Background: an optimization exercise with open tools, aiming at small area. Do not read the settings as production practice.
Where RTL was checked, it was by simulation tests only, not by an equivalence proof against the original.
Function not checked in run 6: the RTL went through the layout flow alone.
Power is estimated from default activity; no workload was simulated.

`flow/run.sh`:
```
#!/bin/bash
# synth_recipe.tcl (not shown) runs the flow's synth.tcl, then flattens the netlist and writes it again
# the make line also repeats each setting of config.mk as NAME=value (left out here)
make -C /OpenROAD-flow-scripts/flow DESIGN_CONFIG=/design/flow/config.mk WORK_HOME=/design/flow/orfs CLKGATE_MAP_FILE= SYNTH_SCRIPT=/design/flow/synth_recipe.tcl finish
```
`flow/config.mk`:
```
export PLATFORM = sky130hd
export DESIGN_NAME = UartLink
export DESIGN_NICKNAME = UartLink
export VERILOG_FILES = /design/flow/design.v
export SDC_FILE = /design/flow/constraint.sdc
export NUM_CORES = 4
export LEC_CHECK = 0
export CAP_MARGIN = 20
export CORE_MARGIN = 2
export CORE_UTILIZATION = 40
export SLEW_MARGIN = 20
```
`flow/constraint.sdc`:
```
create_clock -name core_clock -period 10.0 [get_ports {clock}]
set_input_delay 2.0000 -clock core_clock [delete_from_list [all_inputs] [get_ports {clock}]]
set_output_delay 2.0000 -clock core_clock [all_outputs]
set_load 0.01 [all_outputs]
```
`flow/design.v`:
```
`timescale 1ns / 1ps
module ControlModule(
    input logic clock, reset, RX_i,
    output logic done,
    output logic [7:0] UART_DATA
    );
    logic [7:0] o_data;
    logic bit_in;
    logic [13:0] clk_counter; 
    logic counter_en, counter_clear; 
    counters SAMPLE_CLK_COUNTER(clock, reset, counter_en, counter_clear, clk_counter);  
    logic [13:0] bit_counter; 
    logic bit_en, bit_clear; 
    counters BIT_COUNTER(clock, reset, bit_en, bit_clear, bit_counter);  
    logic [7:0] data_buf;
    logic [7:0] sreg;
    logic clear_sreg;
    logic RX_1,RX;
    always_ff @(posedge clock, posedge reset) begin
        if (reset) begin
            RX<=1;
            RX_1<=1;
        end
        else begin
            RX<=RX_1;
            RX_1<=RX_i;
        end
    end
    assign bit_in=RX;
    assign UART_DATA=sreg;
    enum logic [2:0] {IDLE, START_B, DATA, END_B, CLEANUP} state, nextState;
        always_ff @(posedge clock or posedge reset) begin 
             if(reset) begin
                 state <= IDLE;
                 sreg  <= 8'd0;
             end else begin
                 state <= nextState;
                 if (clear_sreg==1'b1)
                    sreg<= 8'd0;
                 else
                    sreg  <= sreg | data_buf;
             end
         end 
         always_comb begin
             counter_clear = 1;  
             counter_en = 0;     
             bit_en = 0;   
             bit_clear = 1;
             data_buf=8'd0;
             clear_sreg=1'b0;
             done=0;
             nextState=state;
             case (state)
                 IDLE: begin
                     done = 0;
                     counter_clear = 0; 
                     counter_en = 0;     
                     bit_en = 0; 
                     bit_clear = 1; 
                     clear_sreg=1'b1;
                     if (bit_in == 0) begin
                         nextState = START_B;
                         counter_clear=1;
                     end 
                     else begin 
                         nextState = IDLE; 
                         counter_en = 1; 
                     end 
                 end 
                 START_B: begin 
                     counter_en = 1;  
                     counter_clear = 0; 
                     if (clk_counter == 14'd434)
                     begin
                         if (bit_in == 0) begin  
                              nextState = DATA; 
                         end 
                         else     
                             nextState = START_B;  
                     end 
                     else 
                     begin
                         counter_en = 1; 
                         counter_clear = 0;
                         nextState = START_B;  
                     end 
                 end 
                 DATA: begin 
                     counter_en = 1; 
                     counter_clear = 0; 
                     bit_clear = 0; 
                     bit_en = 0;
                    if (clk_counter == 14'd434) begin
                         bit_en=1;
                         data_buf[bit_counter] = bit_in;
                     end
                     else if (clk_counter == 14'd868) 
                     begin
                         counter_clear = 1;
                        if (bit_counter <= 7) 
                            nextState = DATA;
                        else
                            nextState=END_B;           
                     end 
                     else 
                         nextState = DATA; 
                 end 
                 END_B: begin
                     counter_en = 1; 
                     counter_clear = 0; 
                     if (clk_counter < 14'd868)
                     begin
                         counter_en = 1;
                         nextState = END_B;   
                     end  
                     else 
                     begin
                         counter_en = 0; 
                         counter_clear = 1;  
                         done = 1; 
                         nextState = CLEANUP; 
                     end 
                 end 
                 CLEANUP: begin 
                     done = 0; 
                     nextState = IDLE; 
                 end 
             endcase
         end 
endmodule
module counters(
   input  logic clock,
   input  logic reset,
   input  logic clock_en, clear,
   output logic[13:0] count);
   always_ff @(posedge clock or posedge reset) begin : proc_count
      if(reset) begin
         count <= 0;
      end 
      else begin
         if(clear) begin
            count <= 0;
         end
         else if(clock_en) begin
            count <= count + 1;
         end
      end
   end
endmodule: counters
`timescale 1ns / 1ps
module UARTTOMEM(
    input logic clock, reset, UART_DONE, DONE_TRANSMITTING,
    input logic [7:0] UART_DATA,
    output logic DONE_WRITING,
    output logic [191:0] dataToA,
    output logic [10:0] addrA,
    output logic weA
    );
    localparam logic [10:0] ROUND_PACKETS = 11'd8;  
    logic [5:0] writePos;
    logic clearWritePos, incWritePos, clearAddrACount, incAddrACount;
    VarCount #(.WIDTH(6), .INC_AMT(1)) posCounter (clock ,reset, incWritePos, clearWritePos, writePos);
    VarCount #(.WIDTH(11), .INC_AMT(1)) addrCounter (clock, reset, incAddrACount, clearAddrACount, addrA);
    enum logic [1:0] {INIT,WRITING, DONE} currentState, nextState;
    logic [191:0] fullPackReg;
    logic shiftFullPack;
    assign dataToA={UART_DATA,fullPackReg[191:8]};
    always_ff @(posedge clock, posedge reset) begin
        if (reset) begin
            currentState <= INIT;
            fullPackReg  <= 192'd0;
        end
        else begin
            currentState <= nextState;
            if (shiftFullPack)
                fullPackReg<=dataToA;
        end
    end
    always_comb begin
        incWritePos=1'b0;
        incAddrACount=1'b0;
        clearWritePos=1'b0;
        clearAddrACount=1'b0;
        weA=1'd0;
        DONE_WRITING=1'b0;
        shiftFullPack=1'b0;
        nextState=currentState;
        unique case(currentState)
            INIT: begin
                clearWritePos=1'b1;
                clearAddrACount=1'b1;
                nextState=WRITING;
            end
            WRITING: begin
                nextState=WRITING;
                if (UART_DONE) begin
                    incWritePos=1'b1;
                    shiftFullPack=1'b1;
                    if (writePos==6'd23) begin
                        clearWritePos=1'b1;
                        incAddrACount=1'b1;
                        weA=1'b1;
                    end
                end
                if (addrA>=ROUND_PACKETS) begin
                    nextState=DONE;
                    clearAddrACount=1'b1;
                    clearWritePos=1'b1;
                    DONE_WRITING=1'b1;
                end
            end
            DONE: begin
                nextState=DONE;
                if (DONE_TRANSMITTING)
                    nextState=INIT;
            end
        endcase
    end
endmodule
module VarCount #(parameter WIDTH=10, parameter DEFAULT_VAL=0, parameter INC_AMT=1)(
   input  logic clock,
   input  logic reset,
   input  logic clock_en, clear,
   output logic [WIDTH-1:0] count);
   always_ff @(posedge clock or posedge reset) begin : proc_count
      if(reset) begin
         count <= DEFAULT_VAL;
      end 
      else begin
         if(clear) begin
            count <= {WIDTH{1'b0}};
         end
         else if(clock_en) begin
            count <= count + INC_AMT;
         end
      end
   end
endmodule: VarCount
`timescale 1ns / 1ps
module MEMTOUART(
    input logic clock, reset, ROUND_DONE,
    input logic UART_DONE,
    input logic [191:0] dataFromMEM,
    output logic UART_START,
    output logic [7:0] dataToUART,
    output logic [10:0] addrtoMEM,
    output logic memSel,
    output logic DONE_TRANSMITTING
    );
    localparam logic [10:0] ROUND_PACKETS = 11'd8;  
    logic [5:0] writePos;
    logic clearWritePos, incWritePos, clearAddrACount, incAddrACount;
    VarCount #(.WIDTH(6), .INC_AMT(1)) posCounter (clock ,reset, incWritePos, clearWritePos, writePos);
    VarCount #(.WIDTH(11), .INC_AMT(1)) addrCounter (clock, reset, incAddrACount, clearAddrACount, addrtoMEM);
    enum logic [2:0] {INIT,WRITING, HOLD, HOLD1,HOLD2} currentState, nextState;
    logic [191:0] fullPackReg;
    logic shiftFullPack; 
    logic readReg;
    assign dataToUART=fullPackReg[7:0];
    always_ff @(posedge clock, posedge reset) begin
        if (reset) begin
            currentState <= INIT;
            fullPackReg  <= 192'd0;
        end
        else begin
            currentState <= nextState;
            if (shiftFullPack)
                fullPackReg<={8'd0, fullPackReg[191:8]};
            else if (readReg)
                fullPackReg<=dataFromMEM;
        end
    end
    always_comb begin
        incWritePos=1'b0;
        incAddrACount=1'b0;
        clearWritePos=1'b0;
        clearAddrACount=1'b0;
        shiftFullPack=1'b0;
        memSel=1'b0;
        readReg=1'b0;
        UART_START=1'b0;
        DONE_TRANSMITTING=0;
        nextState=currentState;
        unique case(currentState)
            INIT: begin
                clearWritePos=1'b1;
                clearAddrACount=1'b1;
                nextState=INIT;
                if (ROUND_DONE) begin
                    nextState=HOLD;
                    memSel=1'b1;
                end
            end
            HOLD: begin
                memSel=1'b1;
                nextState=HOLD1;
            end
            HOLD1: begin
                memSel=1'b1;
                nextState=HOLD2;
                readReg=1'b1;
            end
            HOLD2: begin
                memSel=1'b1;
                UART_START=1'b1;
                nextState=WRITING;
                shiftFullPack=1'b1;
                incAddrACount=1'b1;
            end
            WRITING: begin
                nextState=WRITING;
                memSel=1'b1;
                if (UART_DONE) begin
                    incWritePos=1'b1;
                    if (writePos!=6'd23) begin
                        shiftFullPack=1'b1;
                        UART_START=1'b1;
                    end
                    if (writePos==6'd23) begin
                        clearWritePos=1'b1;
                        nextState=HOLD;
                        if (addrtoMEM>=ROUND_PACKETS) begin
                            nextState=INIT;
                            DONE_TRANSMITTING=1;
                            clearAddrACount=1'b1;
                            clearWritePos=1'b1;
                        end
                    end
                end
            end
        endcase
    end
endmodule
`timescale 1ns / 1ps
module ControlTransmiter 
	(input logic clk, rst, rdy_in, 
		input logic [7:0] data_in,
		output logic active_o, 
		output logic bit_o,
		output logic done_o); 
    logic [18:0] clk_counter; 
    logic counter_en, counter_clear; 
    counterd SAMPLE_CLK_COUNTER(clk, rst, counter_en, counter_clear, clk_counter);  
    logic [18:0] bit_counter; 
    logic bit_en, bit_clear; 
    counterd BIT_COUNTER(clk, rst, bit_en, bit_clear, bit_counter);  
    logic [7:0] data_buf; 
    logic active_out, bit_out, done; 
    logic reg_en, reg_clear; 
    registerd #(8) STORE_DATA(clk, reg_en, rst, reg_clear, data_in, data_buf);
    enum logic [2:0] {IDLE, START_B, DATA, END_B, CLEANUP} state, nextState;
		always_ff @(posedge clk or posedge  rst) begin 
		 	if(rst) begin
		 		state <= IDLE;
		 	end else begin
		 		state <= nextState;
		 	end
		 end 
		 always_comb begin
 			counter_clear = 0; 
 			counter_en = 0; 	
 			bit_en = 0; 
 			bit_clear = 0; 
 			active_out = 0;
      reg_en=0;
      reg_clear=0;
            done=0;
            bit_out=1;
            nextState=state;
		 	case (state)
		 		IDLE: begin
		 			bit_out = 1; 
		 			done = 0;
		 			counter_en = 0; 	
		 			bit_en = 0; 
		 			bit_clear = 1; 
		 			if (rdy_in) begin
		 				active_out = 1; 
		 				reg_en = 1;     
		 				nextState = START_B; 
		 			end 
		 	        else 
		 	        	nextState = IDLE; 
		 		end 
		 		START_B: begin 
		 			bit_out = 0; 
		 			counter_en = 1; 
		 			if (clk_counter < 19'd868)
		 			begin
		 				nextState = START_B;  
		 			end 
		 			else 
		 			begin
		 				counter_en = 0; 
		 				counter_clear = 1;
		 				nextState = DATA;  
		 			end 
		 		end 
		 		DATA: begin 
		 		    bit_out = data_buf[bit_counter];
		 			counter_en = 1;
		 			counter_clear = 0; 
		 			bit_clear = 0; 
		 			bit_en = 0;  
					if (clk_counter == 19'd868)
		 			begin			
		 				bit_en = 1; 
		 				counter_clear = 1; 
						if (bit_counter < 7) 
							nextState = DATA;  
						else
							nextState = END_B;    		 			 
		 			end 
		 			else 
		 				nextState = DATA; 
		 		end 
		 		END_B: begin
		 			bit_out = 1;
		 			counter_en = 1; 
		 			if (clk_counter < 19'd868)
		 			begin
 		 				nextState = END_B;   
		 			end  
		 			else 
		 			begin
		 				counter_en = 0; 
		 				counter_clear = 1;  
		 				nextState = CLEANUP; 
		 				active_out = 0; 
		 			end 
		 		end 
		 		CLEANUP: begin 
		 			bit_out = 1; 
		 			done = 1; 
		 			nextState = IDLE; 
          if (rdy_in) begin
            reg_en=1'b1;
            nextState=START_B;
            counter_clear=1;
            bit_clear=1;
          end
		 		end 
		 	endcase
		 end 
		 assign bit_o = bit_out; 
		 assign done_o = done; 
		 assign active_o = active_out; 
endmodule: ControlTransmiter  
module registerd
   #(parameter                      WIDTH=0,
     parameter logic [WIDTH-1:0]    RESET_VAL='b0)
    (input  logic               clk, en, rst, clear,
     input  logic [WIDTH-1:0]   D,
     output logic [WIDTH-1:0]   Q);
     always_ff @(posedge clk, posedge  rst) begin
         if (rst)
             Q <= RESET_VAL;
         else if (clear)
             Q <= RESET_VAL;
         else if (en)
             Q <= D;
     end
endmodule:registerd
module counterd(
   input  logic clock,
   input  logic reset,
   input  logic clock_en, clear,
   output logic[18:0] count);
   always_ff @(posedge clock or posedge reset) begin : proc_count
      if(reset) begin
         count <= 0;
      end 
      else begin
         if(clear) begin
            count <= 0;
         end
         else if(clock_en) begin
            count <= count + 1;
         end
      end
   end
endmodule: counterd
`timescale 1ns / 1ps
module UartLink(
    input  logic         clock,
    input  logic         reset,
    input  logic         RX,
    input  logic         ROUND_DONE,
    input  logic [191:0] dataFromMEM,
    output logic         TX,
    output logic         DONE_WRITING,
    output logic [191:0] dataToA,
    output logic [10:0]  addrA,
    output logic         weA,
    output logic [10:0]  addrtoMEM,
    output logic         memSel,
    output logic         DONE_TRANSMITTING
    );
    logic       UART_DONE;
    logic [7:0] UART_DATA;
    logic       TX_START, TX_DONE, TX_ACTIVE;
    logic [7:0] TX_DATA;
    ControlModule CM(clock, reset, RX, UART_DONE, UART_DATA);
    UARTTOMEM UM(clock, reset, UART_DONE, DONE_TRANSMITTING,
                 UART_DATA, DONE_WRITING, dataToA, addrA, weA);
    MEMTOUART MU(clock, reset, ROUND_DONE, TX_DONE, dataFromMEM,
                 TX_START, TX_DATA, addrtoMEM, memSel, DONE_TRANSMITTING);
    ControlTransmiter CT(clock, reset, TX_START, TX_DATA, TX_ACTIVE, TX, TX_DONE);
endmodule
```
==> results of run 1 <==
-- per-layer routing --
layer | up-vias | wire length [um]
li1 | 8204 | -
met2 | 358 | 29600
met4 | 0 | 1900
met3 | 115 | 2620
met1 | 8289 | 26000
met5 | - | 0
-- through the flow --
step | power [mW] | setup slack (ns) | area [um2] | util [%] | hold slack, ns
after global placement | 4.39 | 4.87 | 28100 | 48.7 | 0.347
after global routing | 6.95 | 4.54 | 30100 | 52.1 | 0.358
after CTS | 6.67 | 4.61 | 30100 | 52.1 | 0.357
after floorplan | 4.08 | 1.15 | 23400 | - | 0.345
final | 6.58 | 4.67 | 30100 | 52.1 | 0.356
after detailed placement | 4.45 | 4.88 | 28100 | 48.7 | 0.349
-- cell families (layout without fill, tap and decap cells) --
kind of cell / count (synthesis) / count (layout) / synth area share [%]
mux: 393 / 393 / 18.9
fa+ha+maj: 17 / 17 / 0.909
other cells: 0 / 4 / 0
flops: 505 / 505 / 54.0
simple gates: 907 / 907 / 16.8
compound gates: 152 / 152 / 4.22
xor+xnor: 54 / 54 / 2.02
buf+inv: 158 / 571 / 3.07
-- flip-flops by register name (all words and copies together) (netlist names), 11 cells and up --
register                     flops
UM.fullPackReg                 184
UM.addrCounter.count            11
MU.addrCounter.count            11
CT.SAMPLE_CLK_COUNTER.count     19
CM.SAMPLE_CLK_COUNTER.count     14
MU.fullPackReg                 192
CT.BIT_COUNTER.count            19
CM.BIT_COUNTER.count            14
-- final timing paths --
kind / to
worst max-delay path: DONE_TRANSMITTING
worst min-delay path: CM.RX$_DFF_PP1_
worst max register to register: MU.fullPackReg[34]$_DFFE_PP0P_
worst min register to register: CM.RX$_DFF_PP1_
max in group asynchronous: UM.fullPackReg[100]$_DFFE_PP0P_
min in group asynchronous: MU.addrCounter.count[7]$_DFFE_PP0P_
-- cell type report --
type,count,area (um2)
Multi-Input combinational cell,1523,10100
Antenna cell,4,10.0
Tap cell,765,957
Clock inverter,19,302
Fill cell,5174,27700
Sequential cell,505,12600
Clock buffer,81,1650
Inverter,43,165
Timing Repair Buffer,428,4300
-- cells in the final DEF (no fill, tap or decap), types with 34 or more instances in the layout --
cell type,Yosys,routed
sky130_fd_sc_hd__a21oi_1,38,36
sky130_fd_sc_hd__clkbuf_16,0,57
sky130_fd_sc_hd__dfrtp_1,503,503
sky130_fd_sc_hd__nand2_1,629,629
sky130_fd_sc_hd__mux2_2,370,370
sky130_fd_sc_hd__clkdlybuf4s50_1,0,414
sky130_fd_sc_hd__nor2_1,76,76
sky130_fd_sc_hd__o21ai_0,36,36
sky130_fd_sc_hd__inv_1,43,42
sky130_fd_sc_hd__nand3_1,34,34
-- where the power goes --
group          internal, mW  total [mW]  switching (mW)
clock network          1.34        2.18           0.842
registers              2.51        2.77           0.259
logic                 0.959        1.63           0.670
total                  4.81        6.58            1.77
-- critical path: stages, from the launching register on --
cell	delay (ns)
sky130_fd_sc_hd__dfrtp_1	0.46
sky130_fd_sc_hd__or3b_2	0.58
sky130_fd_sc_hd__or3_1	0.44
sky130_fd_sc_hd__nor3b_2	0.59
sky130_fd_sc_hd__clkdlybuf4s50_1	0.67
==> impl_metrics.ini, run 1 <==
[sta]
slew_headroom_pct = 29.1
fin_crit_sh_pct = 53.3
setup_viol = 0
maxSlewViolCount = 0
post-route-min-period_ns = 5.33
worst_pin_slew_ns = 1.03
fmaxAchievable_mhz = 187
final.setup.tns_ns = 0
setup_repair_after_global_routing_missed_its_margin = false
finalHoldViolCount = 0
skew_ns = 0.0205

[global_routing]
grtUsageMet2_pct = 33.2
grt_start_max_net_pins = 164
antenna_found_initial = 7
grt_use_met3_pct = 3.40
grtUsageTotal_pct = 19.8
grt_pass1_wl_um = 96300
globalRouteMet1Util_pct = 26.0
gr-total-overflow = 0
number_of_global_route_vias_before_repair = 17400
top_usage_layer = met2

[outcome]
outcome = no timing/DRC/antenna violations

[power]
leak_pwr_nw = 13.5
power-per-cell-area_nw_per_um2 = 219
vdd_drop_max_uv = 302

[logic_synthesis]
synth-async-reset-ratio_pct = 100
syn_area_per_cell_um2 = 10.7
synthTopCellsByCount = sky130_fd_sc_hd__nand2_1, sky130_fd_sc_hd__dfrtp_1, sky130_fd_sc_hd__mux2_2
syn_area_um2 = 23400
synth.most_common_cell = sky130_fd_sc_hd__nand2_1
synthTopCellsByArea = sky130_fd_sc_hd__dfrtp_1, sky130_fd_sc_hd__mux2_2, sky130_fd_sc_hd__nand2_1
yosysWarnings = 9
synth_sequential_area_ratio_pct = 54.0
synth_enable_flop_cells = 0
synth_top_cell_by_area = sky130_fd_sc_hd__dfrtp_1
yosysUniqueCellTypes = 69
ys_seq_elements = 505
synth_top_cell_area_share_pct = 53.8
syn-instance-count = 2186
dominantRegCellSynth = sky130_fd_sc_hd__dfrtp_1

[cts]
cts.path.max_buffers = 3
cts_root_buffer = sky130_fd_sc_hd__clkbuf_16
insertion_delay_ns = 0.60
clk_pin_slew_worst_paths_ns = 0.06
total_clock_sinks = 505
cts_tree = done
cts_hold_repair.buffers = 0
cts_setup_buffers = 0
level_count_of_the_clock_h_tree = 2
cts_repair_resize_count = 0
tritoncts.num_buffers = 56

[setup_path]
worst-path-max-fanout = 8
worst_setup_path_start_kind = register
critical_path.startpoint = CT.state[1]$_DFFE_PP0P_
type_of_the_worst_setup_path = register to output pin
worstPathRequired_ns = 8.00
regToRegStartpoint = MU.posCounter.count[0]$_DFFE_PP0P_
r2r.worst_path.cells = 7
critPathCaptureType = output pin
reg2reg_setup_slack_ns = 5.99
arrival_ns = 3.33

[cells_and_area]
drive_above_1_share_pct = 19.1
num-nets-final = 2770
stdcell_count = 3368
area_delta_synth_final_pct = 28.7

[floorplan]
die_x_um = 246
dieArea_um2 = 60400
design.portCount = 415
floorplan.core_area_um2 = 57800
placement_rows = 88
fp.dieH_um = 246
floorplan.initialDensity_pct = 40.5

[drt]
post-route-drc-count = 0
detail_route.iter0.violations = 1066
vias_per_cell = 5.04
drt_first_pass_iters = 5
ant_nets = 0
route.final.wire_length_um = 60100
avgRoutedWirePerCell_um = 17.9
vias = 17000

[placed_design]
place.port_buffers = 414
hpwl_um = 40800
gpl.final_weighted_congestion = 0.831
dp.cells = 3264

[worst_hold_path]
holdPathStages = 0
hold_start = CM.RX_1$_DFF_PP1_
hp-class = register to register

[run]
maxCapViolCount = 0
==> run 2, diff against run 1 <==
==> flow/design.v (replaced) <==
`timescale 1ns / 1ps
module UartLink(
    input  logic         clock,
    input  logic         reset,
    input  logic         RX,
    input  logic         ROUND_DONE,
    input  logic [191:0] dataFromMEM,
    output logic         TX,
    output logic         DONE_WRITING,
    output logic [191:0] dataToA,
    output logic [10:0]  addrA,
    output logic         weA,
    output logic [10:0]  addrtoMEM,
    output logic         memSel,
    output logic         DONE_TRANSMITTING
    );
    localparam logic [1:0] IDLE = 2'd0, START = 2'd1, DATA = 2'd2, STOP = 2'd3;
    logic [191:0] ring;
    logic [7:0]   ph;       
    logic [7:0]   idx;      
    logic [9:0]   timer;    
    logic [2:0]   pkt;      
    logic [1:0]   cs;       
    logic         txm;      
    logic         waitm;    
    logic         txq, dtq;
    wire tc  = txm ? (timer == 10'd868) : (timer == 10'd867);
    wire win = (timer[9:8] == 2'b01) && !(timer[7] & timer[6]);
    wire m   = !txm && win && (ph == idx);
    wire ins = m && (cs == DATA);
    assign weA = m && (cs == STOP) && (idx == 8'd0);
    assign DONE_WRITING = weA && (pkt == 3'd7);
    wire [7:0] txbyte = dataFromMEM[{idx[7:3], 3'b000} +: 8];
    wire       txbit  = txbyte[idx[2:0]];
    always_ff @(posedge clock)
        ring <= {ins ? RX : ring[0], ring[191:1]};
    always_ff @(posedge clock or posedge reset) begin
        if (reset) begin
            ph    <= 8'd0;
            idx   <= 8'd0;
            timer <= 10'd0;
            pkt   <= 3'd0;
            cs    <= IDLE;
            txm   <= 1'b0;
            waitm <= 1'b0;
            txq   <= 1'b1;
            dtq   <= 1'b0;
        end else begin
            ph  <= (ph == 8'd191) ? 8'd0 : ph + 8'd1;
            dtq <= txm && (cs == IDLE);
            txq <= !(txm && (cs == START || (cs == DATA && !txbit)));
            if (cs == IDLE || tc) timer <= 10'd0;
            else                  timer <= timer + 10'd1;
            case (cs)
                IDLE: begin
                    if (txm)
                        txm <= 1'b0;
                    else if (waitm) begin
                        if (ROUND_DONE) begin
                            waitm <= 1'b0;
                            txm   <= 1'b1;
                            cs    <= START;
                        end
                    end else if (!RX)
                        cs <= START;
                end
                START: if (tc) cs <= DATA;
                DATA: if (tc) begin
                    idx <= (idx == 8'd191) ? 8'd0 : idx + 8'd1;
                    if (idx[2:0] == 3'd7) cs <= STOP;
                end
                STOP: if (tc) begin
                    cs <= IDLE;
                    if (txm) begin
                        if (idx == 8'd0) pkt <= pkt + 3'd1;
                        if (!(idx == 8'd0 && pkt == 3'd7)) cs <= START;
                    end
                end
            endcase
            if (weA) begin
                pkt <= pkt + 3'd1;
                if (pkt == 3'd7) begin
                    waitm <= 1'b1;
                    cs    <= IDLE;
                end
            end
        end
    end
    assign dataToA           = ring;
    assign addrA             = {8'd0, pkt};
    assign addrtoMEM         = {8'd0, pkt};
    assign memSel            = txm;
    assign TX                = txq;
    assign DONE_TRANSMITTING = dtq;
endmodule
==> flow/flow/run.sh (new file) <==
#!/bin/bash
# Standard ORFS layout (the standard.sh), with the port buffers that
# buffer_ports inserts made from the smallest buffer cell.
set -o pipefail
bash standard.sh 'BUFFER_PORTS_ARGS=-buffer_cell sky130_fd_sc_hd__buf_1' finish > flow.log 2>&1
==> flow/standard.sh (new file) <==
#!/bin/bash
# synth_recipe.tcl (not shown) runs the flow's synth.tcl, then flattens the netlist and writes it again
# the make line also repeats each setting of config.mk as NAME=value (left out here)
make -C /OpenROAD-flow-scripts/flow DESIGN_CONFIG=/design/flow/config.mk WORK_HOME=/design/flow/orfs CLKGATE_MAP_FILE= SYNTH_SCRIPT=/design/flow/synth_recipe.tcl "${@:-finish}"
--- a/flow/config.mk
+++ b/flow/config.mk
@@ -6,6 +6,8 @@
 export NUM_CORES = 4
 export LEC_CHECK = 0
+export ABC_AREA = 1
 export CAP_MARGIN = 20
 export CORE_MARGIN = 2
 export CORE_UTILIZATION = 40
+export CTS_BUF_LIST = sky130_fd_sc_hd__clkbuf_2 sky130_fd_sc_hd__clkbuf_4
 export SLEW_MARGIN = 20
removed: flow/run.sh
==> run 2 against run 1 <==
  * Clock power decreased by 64%
  * Sequential share of layout area increased by 2.7 points
  * Via count down 54%
  * Power fell by 72%
  * Still clean on timing, DRC and antenna
  * Largest power group unchanged
  * Utilization rose by 0.15 points
  * Maximum frequency rose by 1.3%
==> impl_metrics.ini, run 2 <==
[logic_synthesis]
synth_enable_flop_cells = 0
synthTopCellsByArea = sky130_fd_sc_hd__dfxtp_1, sky130_fd_sc_hd__nand2_1, sky130_fd_sc_hd__dfrtp_1
synthTopCellsByCount = sky130_fd_sc_hd__nand2_1, sky130_fd_sc_hd__dfxtp_1, sky130_fd_sc_hd__inv_1
dominantRegCellSynth = sky130_fd_sc_hd__dfxtp_1
yosysWarnings = 1
syn-instance-count = 1008
ys_seq_elements = 227
yosysUniqueCellTypes = 36
syn_area_per_cell_um2 = 8.19
synth-async-reset-ratio_pct = 15.4
syn_area_um2 = 8260
synth_sequential_area_ratio_pct = 57.2
synth_top_cell_area_share_pct = 46.5
synth_top_cell_by_area = sky130_fd_sc_hd__dfxtp_1
synth.most_common_cell = sky130_fd_sc_hd__nand2_1

[cells_and_area]
top_reg_by_flops = ring
drive_above_1_share_pct = 8.17
num-nets-final = 1627
num-fill-cells = 2076
largest_register_ffs = 192
area_delta_synth_final_pct = 28.0
biggest_registers_after_layout = ring (192), timer (10)
final_cell_mix = sky130_fd_sc_hd__buf_1, sky130_fd_sc_hd__nand2_1, sky130_fd_sc_hd__dfxtp_1
commonest_non_fill_non_tap_cell_in_the_layout = sky130_fd_sc_hd__buf_1
post-route-util_pct = 52.2

[cts]
cts_repair_resize_count = 0
total_clock_sinks = 227
tritoncts.num_buffers = 54
cts.path.max_buffers = 3
insertion_delay_ns = 0.64
level_count_of_the_clock_h_tree = 2
cts_setup_buffers = 0
cts_tree = done
cts_hold_repair.buffers = 0
cts_root_buffer = sky130_fd_sc_hd__clkbuf_4
clk_pin_slew_worst_paths_ns = 0.07

[sta]
slew_headroom_pct = 30.1
worst_pin_slew_ns = 1.05
fmaxAchievable_mhz = 190
fin_crit_sh_pct = 52.6
final.setup.tns_ns = 0
setup_viol = 0
setup_ws_ns = 4.74
skew_ns = 0.0550
post-route-min-period_ns = 5.26
setup_repair_after_global_routing_missed_its_margin = false
finalHoldViolCount = 0
maxSlewViolCount = 0

[placed_design]
gpl.final_weighted_congestion = 0.900
hpwl_um = 18300
detailedPlace.worstSlack_ns = 5.37
place.port_buffers = 398

[floorplan]
floorplan.initialDensity_pct = 40.8
design.portCount = 415
placement_rows = 52
fp.dieH_um = 148
die_x_um = 148
dieArea_um2 = 21800
floorplan.core_area_um2 = 20200

[worst_hold_path]
hp-class = register to register
hold-path-endpoint = ring[170]$_DFF_P_
hold_start = ring[171]$_DFF_P_
holdPathStages = 0

[setup_path]
type_of_the_worst_setup_path = register to output pin
critPathMaxStageDelay_ns = 0.75
cpMostUsedCell = sky130_fd_sc_hd__inv_1
r2r.worst_path.cells = 13
regToRegStartpoint = idx[3]$_DFFE_PP0P_
worst_setup_path_start_kind = register
crit_path_cell_trace = inv_1 > a211oi_1 > nand2_1 > nor3_1 > nand3_2 > inv_2 > nand2_2 > inv_1 > buf_1
critPathCaptureType = output pin
worst_r2r_endpoint = txq$_DFF_PP1_
worst_path_max_delay_cell = sky130_fd_sc_hd__dfrtp_1
worst-path-max-fanout = 23
arrival_ns = 3.26
worstPathRequired_ns = 8.00
reg2reg_setup_slack_ns = 7.11

[global_routing]
gr-total-overflow = 0
grt_start_max_net_pins = 107
grtUsageTotal_pct = 21.9
number_of_global_route_vias_before_repair = 7652
grt_pass1_wl_um = 38300
antenna_found_initial = 1

[drt]
avgRoutedWirePerCell_um = 14.1
ant_nets = 0
detail_route.iter0.violations = 258
vias = 7765
route.final.wire_length_um = 24500
drt_first_pass_iters = 5
post-route-drc-count = 0
vias_per_cell = 4.47

[power]
power-per-cell-area_nw_per_um2 = 175
leak_pwr_nw = 4.92
vdd_drop_max_uv = 146

[run]
maxCapViolCount = 0

[outcome]
outcome = no timing/DRC/antenna violations
-- run 2: layout make-up --
class,count,area (um2),share of cell area (%)
Tap cell,270,338,3.20
Clock inverter,14,119,1.12
Inverter,129,484,4.58
Timing Repair Buffer,402,1520,14.4
Sequential cell,227,4720,44.7
Clock buffer,86,646,6.11
Multi-Input combinational cell,610,2730,25.9
Antenna cell,1,2.50,0.0237
-- run 2: layer usage --
metal / GRT usage (%) / share of wire (%)
met1: 26.0 / 41
met2: 37.2 / 48
met3: 6.98 / 8.5
met4: 7.79 / 2.5
met5: 0 / 0
-- run 2: worst max path at each step --
| stage | endpoint | slack (ns) | startpoint |
|---|---|---|---|
| global placement | DONE_WRITING | 5.49 | idx[5]$_DFFE_PP0P_ |
| finish | DONE_WRITING | 4.74 | idx[5]$_DFFE_PP0P_ |
| detailed placement | DONE_WRITING | 5.37 | idx[5]$_DFFE_PP0P_ |
| global route | DONE_WRITING | 4.37 | idx[5]$_DFFE_PP0P_ |
| CTS | DONE_WRITING | 4.64 | idx[5]$_DFFE_PP0P_ |
| floorplan | DONE_WRITING | 6.50 | idx[3]$_DFFE_PP0P_ |
-- run 2: metrics by stage --
step | area [um2] | instances | power [mW] | hold WS [ns]
2_1_floorplan | 8320 | 1023 | 1.03 | 0.382
3_3_place_gp | 9800 | 1638 | 1.07 | 0.330
3_5_place_dp | 9800 | 1638 | 1.08 | 0.334
4_1_cts | 10600 | 1738 | 1.88 | 0.301
5_1_grt | 10600 | 1739 | 1.95 | 0.303
6_report | 10600 | 1739 | 1.85 | 0.311
-- run 2: cell families after synthesis --
logic type	after synthesis	share of synthesized area, %
and+or+nand+nor	515	26.1
DFF	227	57.2
buffers and inverters	186	10.4
AOI/OAI and AO/OA	66	4.62
adders and majority gates	7	1.06
xor gates and xnor gates	6	0.636
other	1	0.0454
-- run 2: critical path, delay by kind of cell, from the launching register on --
| family | cells | cell delay [ns] |
|---|---|---|
| buf+inv | 4 | 0.86 |
| flops | 1 | 0.75 |
| simple gates | 4 | 0.69 |
| compound gates | 1 | 0.33 |
-- run 2: report_power, final --
group | switching [mW] | internal [mW] | total, mW | leakage [nW]
logic | 0.0696 | 0.0492 | 0.119 | 2.46
registers | 0.0132 | 0.922 | 0.936 | 2.00
clock network | 0.351 | 0.444 | 0.795 | 0.450
==> run 3, diff against run 2 <==
==> flow/run.sh (new file) <==
#!/bin/bash
# synth_recipe.tcl (not shown) runs the flow's synth.tcl, then flattens the netlist and writes it again
# the make line also repeats each setting of config.mk as NAME=value (left out here)
make -C /OpenROAD-flow-scripts/flow DESIGN_CONFIG=/design/flow/config.mk WORK_HOME=/design/flow/orfs CLKGATE_MAP_FILE= SYNTH_SCRIPT=/design/flow/synth_recipe.tcl finish
--- a/flow/config.mk
+++ b/flow/config.mk
@@ -6,8 +6,6 @@
 export NUM_CORES = 4
 export LEC_CHECK = 0
-export ABC_AREA = 1
 export CAP_MARGIN = 20
 export CORE_MARGIN = 2
 export CORE_UTILIZATION = 40
-export CTS_BUF_LIST = sky130_fd_sc_hd__clkbuf_2 sky130_fd_sc_hd__clkbuf_4
 export SLEW_MARGIN = 20
removed: flow/flow/run.sh
removed: flow/standard.sh
==> run 3 against run 2 <==
  * Sequential power is 0.5% lower
  * Setup slack gained 0.15 ns
  * Global-route usage is 1.6 points higher
  * Clock skew is 0.034 ns lower
  * Maximum frequency grew 3.0%
  * Non-clock buffer count unchanged
  * Hold slack gained 0.035 ns
  * Synthesized area shrank 6.5%
  * Via count is 22% lower
  * Clock-buffer cell count fell by 55
  * Critical path type unchanged
  * Critical endpoint unchanged
  * Highest routed layer unchanged
==> impl_metrics.ini, run 3 <==
[logic_synthesis]
synth-simple-area-share_pct = 9.31
yosysWarnings = 1
post_synth_fa_ha_maj_area_fraction_pct = 1.13
synth-compound-area-share_pct = 5.34
synth_top_family_by_area = multiplexers
syn-instance-count = 577
dominantRegCellSynth = sky130_fd_sc_hd__dfxtp_1
yosysUniqueCellTypes = 62
synthMuxAreaShare_pct = 15.5
syn_area_um2 = 7720
synth_top_cell_area_share_pct = 49.8
synthTopCellsByArea = sky130_fd_sc_hd__dfxtp_1, sky130_fd_sc_hd__dfrtp_1, sky130_fd_sc_hd__mux4_2
synth_enable_flop_cells = 0
synth-async-reset-ratio_pct = 15.4
syn_area_per_cell_um2 = 13.4
synthTopCellsByCount = sky130_fd_sc_hd__dfxtp_1, sky130_fd_sc_hd__dfrtp_1, sky130_fd_sc_hd__nor2_1
synth_sequential_area_ratio_pct = 61.1
synth_top_cell_by_area = sky130_fd_sc_hd__dfxtp_1
synth.most_common_cell = sky130_fd_sc_hd__dfxtp_1
synth_xor_area_share_pct = 2.72
ys_seq_elements = 227

[placed_design]
place.port_buffers = 398
gpl.final_weighted_congestion = 0.960
hpwl_um = 19200
dpl_cell_area_um2 = 11800

[setup_path]
worst-path-max-fanout = 25
cpMostUsedCell = sky130_fd_sc_hd__and3_1
arrival_ns = 3.11
crit_path_cell_trace = or3_2 > and4bb_2 > and3_1 > and3_1 > clkdlybuf4s50_1
worstPathRequired_ns = 8.00
reg2reg_setup_slack_ns = 7.17
critPathMaxStageDelay_ns = 0.68
worst_path_max_delay_cell = sky130_fd_sc_hd__dfrtp_1
type_of_the_worst_setup_path = register to output pin
worst_setup_path_start_kind = register
critPathCaptureType = output pin
critical_path.n_buffers_inverters = 1
critical-path-top-delay-family = simple AND/OR/NAND/NOR gates

[sta]
fmaxAchievable_mhz = 196
skew_ns = 0.0207
final.setup.tns_ns = 0
fin_crit_sh_pct = 51.1
finalHoldViolCount = 0
worst_pin_slew_ns = 0.867
slew_headroom_pct = 42.2
setup_repair_after_global_routing_missed_its_margin = false
post-route-min-period_ns = 5.11
setup_viol = 0
maxSlewViolCount = 0

[floorplan]
floorplan.initialDensity_pct = 41.0
placement_rows = 50
fp.dieH_um = 143
design.portCount = 415
floorplan.core_area_um2 = 18800
dieArea_um2 = 20400
die_x_um = 143

[global_routing]
grtUsageTotal_pct = 23.5
grt_pass1_wl_um = 36900
gr-total-overflow = 0
grt_start_max_net_pins = 54
number_of_global_route_vias_before_repair = 6522
antenna_found_initial = 0

[power]
vdd_drop_max_uv = 161
leak_pwr_nw = 4.64
power-per-cell-area_nw_per_um2 = 149

[cells_and_area]
biggest_registers_after_layout = ring (192), timer (10)
postLayoutCellArea_um2 = 12500
final_cell_mix = sky130_fd_sc_hd__clkdlybuf4s50_1, sky130_fd_sc_hd__dfxtp_1, sky130_fd_sc_hd__nor2_1, sky130_fd_sc_hd__dfrtp_1, sky130_fd_sc_hd__mux2i_1
antenna_fix_cells = 0
drive_above_1_share_pct = 7.61
num-nets-final = 1175
commonest_non_fill_non_tap_cell_in_the_layout = sky130_fd_sc_hd__clkdlybuf4s50_1
num-fill-cells = 1409
top_reg_by_flops = ring
largest_register_ffs = 192
area_delta_synth_final_pct = 61.8

[worst_hold_path]
hp-class = register to register

[cts]
cts_repair_resize_count = 0
cts_tree = done
cts_root_buffer = sky130_fd_sc_hd__clkbuf_16
tritoncts.num_buffers = 22
cts_hold_repair.buffers = 0
cts.path.max_buffers = 3
total_clock_sinks = 227
clk_pin_slew_worst_paths_ns = 0.06
level_count_of_the_clock_h_tree = 1
insertion_delay_ns = 0.50
cts_setup_buffers = 0

[drt]
drt_first_pass_iters = 4
post-route-drc-count = 0
ant_nets = 0
avgRoutedWirePerCell_um = 19.8
detail_route.iter0.violations = 191
route.final.wire_length_um = 24700
vias_per_cell = 4.85
vias = 6039

[run]
maxCapViolCount = 0

[outcome]
outcome = no timing/DRC/antenna violations
## run 3: worst reg2reg max path, cell delays in order (launching register included)
cell	delay, ns
sky130_fd_sc_hd__dfrtp_2	0.35
sky130_fd_sc_hd__buf_4	0.61
sky130_fd_sc_hd__mux4_1	0.76
sky130_fd_sc_hd__a31oi_1	0.18
sky130_fd_sc_hd__o21ai_0	0.10
sky130_fd_sc_hd__or3_1	0.38
sky130_fd_sc_hd__a211oi_1	0.26
sky130_fd_sc_hd__a31oi_1	0.13
## run 3: final timing paths
kind / cells past startpoint / endpoint / start
worst max register to register: 7 / txq$_DFF_PP1_ / idx[3]$_DFFE_PP0P_
worst min register to register: 0 / ring[78]$_DFF_P_ / ring[79]$_DFF_P_
worst max-delay path: 5 / DONE_WRITING / idx[6]$_DFFE_PP0P_
worst min-delay path: 0 / ring[78]$_DFF_P_ / ring[79]$_DFF_P_
max in group asynchronous: 3 / txq$_DFF_PP1_ / reset
min in group asynchronous: 3 / ph[7]$_DFF_PP0_ / reset
## run 3: layout make-up
class | instances | area (um2) | area share [%]
well taps | 260 | 325 | 2.60
flip-flops and latches | 227 | 4720 | 37.8
clock buffers | 31 | 624 | 5.00
repair buffers | 402 | 4010 | 32.1
clock inverters | 7 | 92.6 | 0.741
multi-input cells | 311 | 2690 | 21.5
inverters | 8 | 30.0 | 0.240
## run 3: metal layers
metal | share of wire [%] | global-route usage [%] | vias up
met5 | 0 | 0 | -
met4 | 2.4 | 6.46 | 0
met3 | 8.6 | 7.65 | 39
met2 | 49 | 40.3 | 247
met1 | 40 | 28.3 | 2913
li1 | - | - | 2840
## run 3: logic make-up (layout without fill, tap and decap cells)
logic type                 after synthesis  in the layout
adders and majority gates                7              7
DFF                                    227            227
other                                    1             16
and+or+nand+nor                        136            136
xor gates and xnor gates                24             24
AOI/OAI and AO/OA                       58             58
buffers and inverters                   54            448
muxes                                   70             70
## run 3: power by group
group | internal, mW | switching, mW | total (mW)
clock network | 0.466 | 0.335 | 0.801
logic | 0.0937 | 0.0407 | 0.134
registers | 0.916 | 0.0150 | 0.931
## run 3: metrics by stage
step | total power [mW] | hold WS (ns) | setup slack (ns) | utilization [%] | instances
finish | 1.87 | 0.346 | 4.89 | 66.4 | 1246
global route | 1.93 | 0.347 | 4.75 | 66.4 | 1246
CTS | 1.88 | 0.347 | 4.89 | 66.4 | 1246
detailed placement | 1.08 | 0.335 | 5.40 | 62.6 | 1208
global placement | 1.08 | 0.335 | 5.48 | 62.6 | 1208
floorplan | 0.998 | 0.382 | 6.31 | - | 592
==> run 4, diff against run 3 <==
--- a/flow/design.v
+++ b/flow/design.v
@@ -24,6 +24,6 @@
     logic         txm;      
     logic         waitm;    
-    logic         txq, dtq;
-    wire tc  = txm ? (timer == 10'd868) : (timer == 10'd867);
+    logic         txq;
+    wire tc  = timer[9] & timer[8] & timer[6] & timer[5] & timer[2];
     wire win = (timer[9:8] == 2'b01) && !(timer[7] & timer[6]);
     wire m   = !txm && win && (ph == idx);
@@ -33,11 +33,14 @@
     wire [7:0] txbyte = dataFromMEM[{idx[7:3], 3'b000} +: 8];
     wire       txbit  = txbyte[idx[2:0]];
+    assign DONE_TRANSMITTING = txm && (cs == IDLE) && timer[0];
     always_ff @(posedge clock)
         ring <= {ins ? RX : ring[0], ring[191:1]};
+    always_ff @(posedge clock)
+        if ((cs == IDLE && !txm) || tc) timer <= 10'd0;
+        else                            timer <= timer + 10'd1;
     always_ff @(posedge clock or posedge reset) begin
         if (reset) begin
             ph    <= 8'd0;
             idx   <= 8'd0;
-            timer <= 10'd0;
             pkt   <= 3'd0;
             cs    <= IDLE;
@@ -45,15 +48,12 @@
             waitm <= 1'b0;
             txq   <= 1'b1;
-            dtq   <= 1'b0;
         end else begin
-            ph  <= (ph == 8'd191) ? 8'd0 : ph + 8'd1;
-            dtq <= txm && (cs == IDLE);
+            ph  <= (ph[7] & (&ph[5:0])) ? 8'd0 : ph + 8'd1;
             txq <= !(txm && (cs == START || (cs == DATA && !txbit)));
-            if (cs == IDLE || tc) timer <= 10'd0;
-            else                  timer <= timer + 10'd1;
             case (cs)
                 IDLE: begin
-                    if (txm)
-                        txm <= 1'b0;
+                    if (txm) begin
+                        if (timer[0]) txm <= 1'b0;
+                    end
                     else if (waitm) begin
                         if (ROUND_DONE) begin
@@ -67,5 +67,5 @@
                 START: if (tc) cs <= DATA;
                 DATA: if (tc) begin
-                    idx <= (idx == 8'd191) ? 8'd0 : idx + 8'd1;
+                    idx <= (idx[7] & (&idx[5:0])) ? 8'd0 : idx + 8'd1;
                     if (idx[2:0] == 3'd7) cs <= STOP;
                 end
@@ -88,8 +88,7 @@
     end
     assign dataToA           = ring;
-    assign addrA             = {8'd0, pkt};
-    assign addrtoMEM         = {8'd0, pkt};
+    assign addrA             = {{8{txm}}, pkt};
+    assign addrtoMEM         = {{8{waitm}}, pkt};
     assign memSel            = txm;
     assign TX                = txq;
-    assign DONE_TRANSMITTING = dtq;
 endmodule
==> flow/flow/run.sh (new file) <==
#!/bin/bash
# Standard ORFS layout (the standard.sh) with two changes:
#  - buffer_ports makes every port buffer from the smallest buffer cell;
#  - CTS uses small clock buffers, larger sink clusters and no dummy loads.
set -o pipefail
bash standard.sh \
  'BUFFER_PORTS_ARGS=-buffer_cell sky130_fd_sc_hd__buf_1' \
  'CTS_ARGS=-sink_clustering_enable -repair_clock_nets -dont_use_dummy_load -buf_list {sky130_fd_sc_hd__clkbuf_4 sky130_fd_sc_hd__clkbuf_8} -sink_clustering_size 14 -sink_clustering_max_diameter 50' \
  finish > flow.log 2>&1
==> flow/standard.sh (new file) <==
#!/bin/bash
# synth_recipe.tcl (not shown) runs the flow's synth.tcl, then flattens the netlist and writes it again
# the make line also repeats each setting of config.mk as NAME=value (left out here)
make -C /OpenROAD-flow-scripts/flow DESIGN_CONFIG=/design/flow/config.mk WORK_HOME=/design/flow/orfs CLKGATE_MAP_FILE= SYNTH_SCRIPT=/design/flow/synth_recipe.tcl "${@:-finish}"
--- a/flow/config.mk
+++ b/flow/config.mk
@@ -8,4 +8,4 @@
 export CAP_MARGIN = 20
 export CORE_MARGIN = 2
-export CORE_UTILIZATION = 40
+export CORE_UTILIZATION = 25
 export SLEW_MARGIN = 20
removed: flow/run.sh
==> run 4 against run 3 <==
  * Sequential share of layout area rose by 11 points
  * Power down 19%
  * Clock power is 38% lower
  * Clock-buffer cell count fell by 6
  * Final area is 23% lower
  * Synthesized area shrank 4.1%
  * Global-route usage shrank 11 points
  * Cell count up 7.4%
  * Via count down 4.7%
  * Wire length fell by 16%
  * Clock skew rose by 0.040 ns
==> impl_metrics.ini, run 4 <==
[logic_synthesis]
synth_top_family_by_area = multiplexers
syn_area_per_cell_um2 = 13.4
synth_sequential_area_ratio_pct = 62.7
synth.most_common_cell = sky130_fd_sc_hd__dfxtp_1
synthMuxAreaShare_pct = 16.3
ys_seq_elements = 226
synth-simple-area-share_pct = 8.38
dominantRegCellSynth = sky130_fd_sc_hd__dfxtp_1
synth_xor_area_share_pct = 2.84
synth-async-reset-ratio_pct = 10.6
yosysWarnings = 1
synth_top_cell_area_share_pct = 54.6
synth-compound-area-share_pct = 4.44
synth_top_cell_by_area = sky130_fd_sc_hd__dfxtp_1
synthTopCellsByCount = sky130_fd_sc_hd__dfxtp_1, sky130_fd_sc_hd__mux4_2, sky130_fd_sc_hd__nand2_1
synth_enable_flop_cells = 0
yosysUniqueCellTypes = 51
syn_area_um2 = 7410
synthTopCellsByArea = sky130_fd_sc_hd__dfxtp_1, sky130_fd_sc_hd__mux4_2, sky130_fd_sc_hd__dfrtp_1
syn-instance-count = 551
post_synth_fa_ha_maj_area_fraction_pct = 1.18

[sta]
worst_pin_slew_ns = 0.914
setup_viol = 0
fin_crit_sh_pct = 46.3
maxSlewViolCount = 0
fmaxAchievable_mhz = 216
skew_ns = 0.0610
finalHoldViolCount = 0
slew_headroom_pct = 38.9
post-route-min-period_ns = 4.63
final.setup.tns_ns = 0
setup_repair_after_global_routing_missed_its_margin = false

[drt]
post-route-drc-count = 0
route.final.wire_length_um = 20800
avgRoutedWirePerCell_um = 15.5
vias_per_cell = 4.30
detail_route.iter0.violations = 234
ant_nets = 0
vias = 5756
drt_first_pass_iters = 4

[cells_and_area]
drive_above_1_share_pct = 8.65
top_reg_by_flops = ring
final_cell_mix = sky130_fd_sc_hd__buf_1, sky130_fd_sc_hd__dfxtp_1, sky130_fd_sc_hd__mux4_2
biggest_registers_after_layout = ring (192), timer (10)
commonest_non_fill_non_tap_cell_in_the_layout = sky130_fd_sc_hd__buf_1
largest_register_ffs = 192
antenna_fix_cells = 0
num-nets-final = 1153
stdcell_count = 1338
area_delta_synth_final_pct = 29.3
post-route-util_pct = 32.6

[cts]
total_clock_sinks = 226
level_count_of_the_clock_h_tree = 1
cts_hold_repair.buffers = 0
cts_setup_buffers = 0
clk_pin_slew_worst_paths_ns = 0.08
tritoncts.num_buffers = 25
cts_tree = done
cts_root_buffer = sky130_fd_sc_hd__clkbuf_8
insertion_delay_ns = 0.56
cts_repair_resize_count = 0
cts.path.max_buffers = 3

[floorplan]
floorplan.initialDensity_pct = 25.2
placement_rows = 63
design.portCount = 415
dieArea_um2 = 31000
floorplan.core_area_um2 = 29400
die_x_um = 176
fp.dieH_um = 176

[setup_path]
critPathCaptureType = output pin
worstPathRequired_ns = 8.00
worst-path-max-fanout = 19
regToRegStartpoint = idx[3]$_DFFE_PP0P_
worst_setup_path_start_kind = register
critical_path.startpoint = idx[0]$_DFFE_PP0P_
worst_path_max_delay_cell = sky130_fd_sc_hd__dfrtp_1
arrival_ns = 2.63
crit_path_cell_trace = xnor2_1 > nand4_1 > a2111oi_2 > and3_1 > buf_1
r2r.worst_path.cells = 6
critPathMaxStageDelay_ns = 0.77
type_of_the_worst_setup_path = register to output pin

[power]
leak_pwr_nw = 3.39
power-per-cell-area_nw_per_um2 = 157
vdd_drop_max_uv = 166

[placed_design]
place.port_buffers = 414
dp.cells = 1312
hpwl_um = 16100
gpl.final_weighted_congestion = 0.752

[worst_hold_path]
holdPathStages = 0
hp-class = register to register
hold_start = ring[9]$_DFF_P_

[global_routing]
grt_start_max_net_pins = 46
number_of_global_route_vias_before_repair = 5701
antenna_found_initial = 0
grtUsageTotal_pct = 12.2
gr-total-overflow = 0
grt_pass1_wl_um = 30000

[outcome]
outcome = no timing/DRC/antenna violations

[run]
maxCapViolCount = 0
==> run 4: worst paths after layout <==
path	to	slack (ns)
setup / recovery	DONE_WRITING	5.37
hold / removal	ring[8]$_DFF_P_	0.30
setup reg to reg	txq$_DFF_PP1_	6.64
hold reg to reg	ring[8]$_DFF_P_	0.30
max in group asynchronous	txq$_DFF_PP1_	8.12
min in group asynchronous	txm$_DFFE_PP0P_	1.40
==> run 4: kinds of logic after synthesis <==
kind of cell,Yosys count
AND/OR/NAND/NOR,126
buffers and inverters,55
XOR/XNOR,24
AO/OA/AOI/OAI,49
flip-flops,226
adder cells (fa/ha/maj),7
multiplexers,64
==> run 4: cell type report <==
cell class / instances / area (um2)
clock buffer: 25 / 344
fill: 3020 / 19800
inverter: 8 / 30.0
multi-input combinational: 270 / 2450
sequential: 226 / 4650
tap: 390 / 488
timing repair buffer: 419 / 1610
==> run 4: routing by layer <==
metal  vias to the layer above  track usage (%)  wire length, um
met5                         -                0                0
met4                         0             3.17              409
met3                        26             3.77             2010
met2                       290             20.5             9790
met1                      2719             15.2             8560
li1                       2721                -                -
==> run 4: report_power, final <==
group	switching [mW]	internal, mW
clock network	0.279	0.221
logic	0.0318	0.0452
registers	0.0152	0.915
==> run 4: worst max-delay path, delay by kind of cell (launching register included) <==
| family | cells | cell delay (ns) |
|---|---|---|
| simple gates | 2 | 0.43 |
| compound gates | 1 | 0.56 |
| flops | 1 | 0.77 |
| xor+xnor | 1 | 0.20 |
| buf+inv | 1 | 0.18 |
==> run 4: through the flow <==
step	area, um2	hold slack, ns	setup slack (ns)	total power [mW]
final	9580	0.302	5.37	1.51
after global routing	9580	0.298	5.12	1.58
after CTS	9550	0.298	5.32	1.53
after floorplan	7410	0.382	6.18	0.987
after detailed placement	9200	0.334	5.86	1.03
after global placement	9200	0.334	5.90	1.02
==> run 5, diff against run 4 <==
==> flow/flow/run.sh (replaced) <==
#!/bin/bash
# Standard ORFS layout (the standard.sh) with two changes:
#  - buffer_ports makes every port buffer from the smallest buffer cell;
#  - CTS uses small clock buffers, larger sink clusters and no dummy loads.
set -o pipefail
bash standard.sh \
  'BUFFER_PORTS_ARGS=-buffer_cell sky130_fd_sc_hd__buf_1' \
  'CTS_ARGS=-sink_clustering_enable -repair_clock_nets -dont_use_dummy_load -buf_list {sky130_fd_sc_hd__clkbuf_4 sky130_fd_sc_hd__clkbuf_8} -sink_clustering_size 20 -sink_clustering_max_diameter 60' \
  finish > flow.log 2>&1
==> run 5 against run 4 <==
  * Still clean on timing, DRC and antenna
  * First-iteration DRC count is 6.0% higher
  * Wire length is 0.43% lower
  * Die area stayed put
  * Clock-buffer cell count is 6 lower
  * Largest cell class unchanged
==> impl_metrics.ini, run 5 <==
[setup_path]
critical_path.n_buffers_inverters = 1
critPathMaxStageDelay_ns = 0.77
crit_path_cell_trace = xnor2_1 > nand4_1 > a2111oi_2 > and3_1 > buf_1
worst-path-max-fanout = 19
worst_setup_path_start_kind = register
worstPathRequired_ns = 8.00
type_of_the_worst_setup_path = register to output pin
critical-path-top-delay-family = flip-flops
arrival_ns = 2.59
worst_path_max_delay_cell = sky130_fd_sc_hd__dfrtp_1
critPathCaptureType = output pin

[cells_and_area]
drive_above_1_share_pct = 8.07
top_reg_by_flops = ring
largest_register_ffs = 192
num-nets-final = 1147
antenna_fix_cells = 0
num-fill-cells = 3032
biggest_registers_after_layout = ring (192), timer (10)
final_cell_mix = sky130_fd_sc_hd__buf_1, sky130_fd_sc_hd__dfxtp_1, sky130_fd_sc_hd__mux4_2
area_delta_synth_final_pct = 28.2
stdcell_count = 1332
commonest_non_fill_non_tap_cell_in_the_layout = sky130_fd_sc_hd__buf_1

[cts]
cts_root_buffer = sky130_fd_sc_hd__clkbuf_8
insertion_delay_ns = 0.51
cts_setup_buffers = 0
level_count_of_the_clock_h_tree = 1
tritoncts.num_buffers = 19
cts.path.max_buffers = 3
cts_hold_repair.buffers = 0
clk_pin_slew_worst_paths_ns = 0.11
cts_repair_resize_count = 0
cts_tree = done
total_clock_sinks = 226

[global_routing]
grt_pass1_wl_um = 29800
antenna_found_initial = 0
gr-total-overflow = 0
number_of_global_route_vias_before_repair = 5596
grt_start_max_net_pins = 46
grtUsageTotal_pct = 12.1

[logic_synthesis]
synth_enable_flop_cells = 0
synth_top_family_by_area = multiplexers
yosysUniqueCellTypes = 51
synth-compound-area-share_pct = 4.44
yosysWarnings = 1
synthTopCellsByArea = sky130_fd_sc_hd__dfxtp_1, sky130_fd_sc_hd__mux4_2, sky130_fd_sc_hd__dfrtp_1
post_synth_fa_ha_maj_area_fraction_pct = 1.18
synthTopCellsByCount = sky130_fd_sc_hd__dfxtp_1, sky130_fd_sc_hd__mux4_2, sky130_fd_sc_hd__nand2_1
synthMuxAreaShare_pct = 16.3
ys_seq_elements = 226
synth-simple-area-share_pct = 8.38
synth_top_cell_by_area = sky130_fd_sc_hd__dfxtp_1
syn_area_um2 = 7410
synth_top_cell_area_share_pct = 54.6
synth.most_common_cell = sky130_fd_sc_hd__dfxtp_1
synth-async-reset-ratio_pct = 10.6
dominantRegCellSynth = sky130_fd_sc_hd__dfxtp_1
syn_area_per_cell_um2 = 13.4
synth_xor_area_share_pct = 2.84
syn-instance-count = 551
synth_sequential_area_ratio_pct = 62.7

[sta]
setup_viol = 0
finalHoldViolCount = 0
slew_headroom_pct = 39.8
worst_pin_slew_ns = 0.902
fmaxAchievable_mhz = 218
final.setup.tns_ns = 0
hold-worst-slack_ns = 0.314
maxSlewViolCount = 0
setup_repair_after_global_routing_missed_its_margin = false
post-route-min-period_ns = 4.59
skew_ns = 0.0571
setup_ws_ns = 5.41
fin_crit_sh_pct = 45.9

[power]
net_sw_power_mw = 0.311
clkPwrFrac_pct = 30.1
power-per-cell-area_nw_per_um2 = 152
power_report.internal_total_mw = 1.13
combPwrFrac_pct = 5.3
share_seq_of_total_power_pct = 64.5
vdd_drop_max_uv = 126
power_switching_share_pct = 21.6
leak_pwr_nw = 3.35

[run]
maxCapViolCount = 0

[drt]
post-route-drc-count = 0
vias_per_cell = 4.25
detail_route.iter0.violations = 248
drt_first_pass_iters = 4
ant_nets = 0
route.final.wire_length_um = 20700
vias = 5663
avgRoutedWirePerCell_um = 15.5

[floorplan]
die_x_um = 176
placement_rows = 63
fp.dieH_um = 176
floorplan.initialDensity_pct = 25.2
design.portCount = 415
floorplan.core_area_um2 = 29400
dieArea_um2 = 31000

[placed_design]
detailedPlace.worstSlack_ns = 5.86
dp.cells = 1312
hpwl_um = 16100
gpl.final_weighted_congestion = 0.752
place.port_buffers = 414

[worst_hold_path]
hp-class = register to register

[outcome]
outcome = no timing/DRC/antenna violations
[run 5: cell count changes in the layout (fill, tap and decap cells not counted)]
cell                       change
sky130_fd_sc_hd__clkbuf_8      -6
[run 5: logic make-up after synthesis]
family                     Yosys count
DFF                                226
muxes                               64
and+or+nand+nor                    126
buffers and inverters               55
xor gates and xnor gates            24
AOI/OAI and AO/OA                   49
adders and majority gates            7
[run 5: per-layer routing]
layer	wire [um]	up-vias	global-route usage, %
li1	-	2707	-
met1	8530	2639	15.1
met2	9760	292	20.5
met3	1990	25	3.57
met4	413	0	3.10
met5	0	-	0
[run 5: through the flow]
| stage | instance area [um2] | util (%) | power [mW] |
|---|---|---|---|
| 2_1_floorplan | 7410 | - | 0.987 |
| 3_3_place_gp | 9200 | 31.3 | 1.02 |
| 3_5_place_dp | 9200 | 31.3 | 1.03 |
| 4_1_cts | 9470 | 32.2 | 1.46 |
| 5_1_grt | 9490 | 32.3 | 1.51 |
| 6_report | 9490 | 32.3 | 1.44 |
[run 5: final timing paths]
path | start | slack (ns) | cells past startpoint | end
max | idx[0]$_DFFE_PP0P_ | 5.41 | 5 | DONE_WRITING
min | ring[52]$_DFF_P_ | 0.31 | 0 | ring[51]$_DFF_P_
max reg2reg | idx[3]$_DFFE_PP0P_ | 6.63 | 6 | txq$_DFF_PP1_
min reg2reg | ring[52]$_DFF_P_ | 0.31 | 0 | ring[51]$_DFF_P_
max in group asynchronous | reset | 8.08 | 3 | txq$_DFF_PP1_
min in group asynchronous | reset | 1.43 | 2 | waitm$_DFF_PP0_
[run 5: area by class of cell]
type	count	area, um2	area share (%)
multi-input cells	270	2450	25.8
inverters	8	30.0	0.316
repair buffers	419	1610	17.0
clock buffers	19	262	2.75
well taps	390	488	5.14
flip-flops and latches	226	4650	49.0
[run 5: worst register-to-register path: stages (launching register included)]
cell and delay, ns:
sky130_fd_sc_hd__dfrtp_4 0.72, sky130_fd_sc_hd__buf_4 0.59, sky130_fd_sc_hd__mux4_1 0.64, sky130_fd_sc_hd__mux4_2 0.53
sky130_fd_sc_hd__or2_0 0.22, sky130_fd_sc_hd__a32o_1 0.23, sky130_fd_sc_hd__a2111o_1 0.36
[run 5: power by group through the flow]
stage | registers, mW | clock network, mW | logic [mW]
after floorplan | 0.947 | 0 | 0.0396
after global placement | 0.950 | 0 | 0.0734
after detailed placement | 0.951 | 0 | 0.0757
after CTS | 0.930 | 0.455 | 0.0765
after global routing | 0.933 | 0.489 | 0.0862
final | 0.930 | 0.434 | 0.0768
==> run 6, diff against run 5 <==
--- a/flow/design.v
+++ b/flow/design.v
@@ -17,5 +17,5 @@
     localparam logic [1:0] IDLE = 2'd0, START = 2'd1, DATA = 2'd2, STOP = 2'd3;
     logic [191:0] ring;
-    logic [7:0]   ph;       
+    logic [7:0]   c;        
     logic [7:0]   idx;      
     logic [9:0]   timer;    
@@ -27,5 +27,6 @@
     wire tc  = timer[9] & timer[8] & timer[6] & timer[5] & timer[2];
     wire win = (timer[9:8] == 2'b01) && !(timer[7] & timer[6]);
-    wire m   = !txm && win && (ph == idx);
+    wire cz  = (c == 8'd0);
+    wire m   = !txm && win && cz;
     wire ins = m && (cs == DATA);
     assign weA = m && (cs == STOP) && (idx == 8'd0);
@@ -41,5 +42,5 @@
     always_ff @(posedge clock or posedge reset) begin
         if (reset) begin
-            ph    <= 8'd0;
+            c     <= 8'd0;
             idx   <= 8'd0;
             pkt   <= 3'd0;
@@ -49,5 +50,5 @@
             txq   <= 1'b1;
         end else begin
-            ph  <= (ph[7] & (&ph[5:0])) ? 8'd0 : ph + 8'd1;
+            if (!(cs == DATA && tc)) c <= cz ? 8'd191 : c - 8'd1;
             txq <= !(txm && (cs == START || (cs == DATA && !txbit)));
             case (cs)
==> flow/flow/run.sh (replaced) <==
#!/bin/bash
# The standard layout (standard.sh, ORFS) with these changes:
#  - synthesis is the standard flow's (synth_recipe.tcl) except that ABC maps the logic
#    with flow/abc_area.script, an area-oriented script;
#  - buffer_ports makes every port buffer from the smallest buffer cell;
#  - CTS uses small clock buffers, larger sink clusters and no dummy loads.
# Each tool's output is in flow.log and in ORFS's logs under orfs/logs.
set -o pipefail
here=$(pwd)
{
  head -n 1 synth_recipe.tcl
  cat <<EOT
proc abc {args} {
  set i [lsearch -exact \$args -script]
  if {\$i >= 0} { lset args [expr {\$i + 1}] $here/flow/abc_area.script }
  yosys abc {*}\$args
}
EOT
  tail -n +2 synth_recipe.tcl
} > my_synth.tcl
bash standard.sh \
  "SYNTH_SCRIPT=$here/my_synth.tcl" \
  'BUFFER_PORTS_ARGS=-buffer_cell sky130_fd_sc_hd__buf_1' \
  'CTS_ARGS=-sink_clustering_enable -repair_clock_nets -dont_use_dummy_load -buf_list {sky130_fd_sc_hd__clkbuf_4 sky130_fd_sc_hd__clkbuf_8} -sink_clustering_size 20 -sink_clustering_max_diameter 60' \
  finish > flow.log 2>&1
==> flow/flow/abc_area.script (new file) <==
strash
dc2
dch -f
&get -n
&nf -p -a
&put
&get -n
&st
&dch -f
&nf -p -a
&put
topo
stime -c
==> run 6 against run 5 <==
  * Non-clock buffer count is 1 lower
  * Wire length is 11% higher
  * Synthesized area is 5.9% lower
==> impl_metrics.ini, run 6 <==
[logic_synthesis]
synth_enable_flop_cells = 0
yosysUniqueCellTypes = 47
synth.most_common_cell = sky130_fd_sc_hd__dfxtp_1
syn_area_per_cell_um2 = 12.7
synthTopCellsByArea = sky130_fd_sc_hd__dfxtp_1, sky130_fd_sc_hd__dfrtp_1, sky130_fd_sc_hd__mux4_2
ys_seq_elements = 226
syn-instance-count = 551
synthTopCellsByCount = sky130_fd_sc_hd__dfxtp_1, sky130_fd_sc_hd__nor2_1, sky130_fd_sc_hd__o21ai_0
synth-async-reset-ratio_pct = 10.6

[global_routing]
grt_pass1_wl_um = 31700
grt_start_max_net_pins = 45
grtUsageTotal_pct = 14.3
antenna_found_initial = 1
gr-total-overflow = 0

[sta]
final.setup.tns_ns = 0
fmaxAchievable_mhz = 214
setup_repair_after_global_routing_missed_its_margin = false
worst_pin_slew_ns = 1.03
hold-worst-slack_ns = 0.323
fin_crit_sh_pct = 46.6
setup_ws_ns = 5.34
skew_ns = 0.0767
setup_viol = 0
slew_headroom_pct = 31.3

[setup_path]
regToRegStartpoint = idx[3]$_DFFE_PP0P_
critPathMaxStageDelay_ns = 0.75
critPathCaptureType = output pin
worst-path-max-fanout = 42
critical_path.n_buffers_inverters = 1
type_of_the_worst_setup_path = register to output pin
worst_setup_path_start_kind = register
crit_path_cell_trace = or2_0 > nor2_1 > nand4_1 > nor3_1 > and2_0 > buf_1
critical_path.startpoint = idx[3]$_DFFE_PP0P_
critical-path-top-delay-family = simple AND/OR/NAND/NOR gates
arrival_ns = 2.66

[floorplan]
dieArea_um2 = 29200
fp.dieH_um = 171
floorplan.initialDensity_pct = 25.2
design.portCount = 415

[run]
maxCapViolCount = 0

[outcome]
outcome = no timing/DRC/antenna violations

[cells_and_area]
antenna_fix_cells = 0
final_cell_mix = sky130_fd_sc_hd__buf_1, sky130_fd_sc_hd__dfxtp_1, sky130_fd_sc_hd__nor2_1
drive_above_1_share_pct = 4.24
commonest_non_fill_non_tap_cell_in_the_layout = sky130_fd_sc_hd__buf_1
largest_register_ffs = 192
top_reg_by_flops = ring
area_delta_synth_final_pct = 31.1
biggest_registers_after_layout = ring (192), timer (10)
num-fill-cells = 2892

[cts]
cts.path.max_buffers = 3
tritoncts.num_buffers = 17
cts_repair_resize_count = 0
cts_setup_buffers = 0
insertion_delay_ns = 0.51
cts_hold_repair.buffers = 0
total_clock_sinks = 226
clk_pin_slew_worst_paths_ns = 0.11
level_count_of_the_clock_h_tree = 1
cts_root_buffer = sky130_fd_sc_hd__clkbuf_8

[drt]
ant_nets = 0
drt_first_pass_iters = 4
post-route-drc-count = 0
avgRoutedWirePerCell_um = 17.1

[worst_hold_path]
hp-class = register to register

[power]
power-per-cell-area_nw_per_um2 = 150
leak_pwr_nw = 3.27
vdd_drop_max_uv = 121

[placed_design]
place.port_buffers = 414
detailedPlace.worstSlack_ns = 5.75
## run 6: worst register-to-register path, cell delays in order, from the launching register on
cell,delay [ns]
sky130_fd_sc_hd__dfrtp_2,1.02
sky130_fd_sc_hd__nand2_1,0.75
sky130_fd_sc_hd__o21ai_0,0.44
sky130_fd_sc_hd__nor3_1,0.11
sky130_fd_sc_hd__o32a_1,0.35
sky130_fd_sc_hd__mux4_2,0.47
sky130_fd_sc_hd__o211a_1,0.23
sky130_fd_sc_hd__nor3_1,0.16
sky130_fd_sc_hd__o21ai_0,0.09
## run 6: area by class of cell
| class | count | area share (%) |
|---|---|---|
| clock buffers | 17 | 2.56 |
| inverters | 8 | 0.328 |
| multi-input cells | 298 | 23.6 |
| flip-flops and latches | 226 | 50.8 |
| well taps | 378 | 5.17 |
| repair buffers | 418 | 17.5 |
## run 6: logic make-up (layout without fill, tap and decap cells)
kind of cell | count (synthesis) | after routing | synth area share (%)
flops | 226 | 226 | 66.6
buf+inv | 27 | 443 | 2.48
mux | 33 | 33 | 8.06
fa+ha+maj | 7 | 7 | 1.26
xor+xnor | 9 | 9 | 1.13
simple gates | 134 | 134 | 9.51
compound gates | 115 | 115 | 10.9
## run 6: metrics by stage
step           cell area, um2  std cells
2_1_floorplan            6970        551
3_3_place_gp             8880       1327
3_5_place_dp             8880       1327
4_1_cts                  9110       1344
5_1_grt                  9140       1345
6_report                 9140       1345
## run 6: per-layer routing
layer	vias to the layer above	wire length, um	track usage, %
met5	-	0	0
met4	0	865	6.15
li1	2828	-	-
met3	39	2340	4.21
met2	337	11200	25.4
met1	2707	8620	15.8
## run 6: power by group
| part | total [mW] | switching, mW | internal (mW) |
|---|---|---|---|
| Clock | 0.412 | 0.258 | 0.153 |
| Combinational | 0.0543 | 0.0248 | 0.0295 |
| Sequential | 0.901 | 0 | 0.901 |
| Total | 1.37 | 0.283 | 1.08 |
## run 6: final timing paths
check | endpoint | slack, ns | depth (start not counted)
min reg2reg | ring[146]$_DFF_P_ | 0.32 | 0
min | ring[146]$_DFF_P_ | 0.32 | 0
max reg2reg | txq$_DFF_PP1_ | 6.33 | 8
max in group asynchronous | txq$_DFF_PP1_ | 8.12 | 3
min in group asynchronous | waitm$_DFF_PP0_ | 1.42 | 2
max | DONE_WRITING | 5.34 | 6

Check on run 6: ideal ports give 5.336 ns setup slack; a clkbuf_16 on the clock port and buf_2 on the inputs give 5.297 ns; moving port delays by the midpoint clock arrival (0.512 ns) as well gives 5.809 ns.
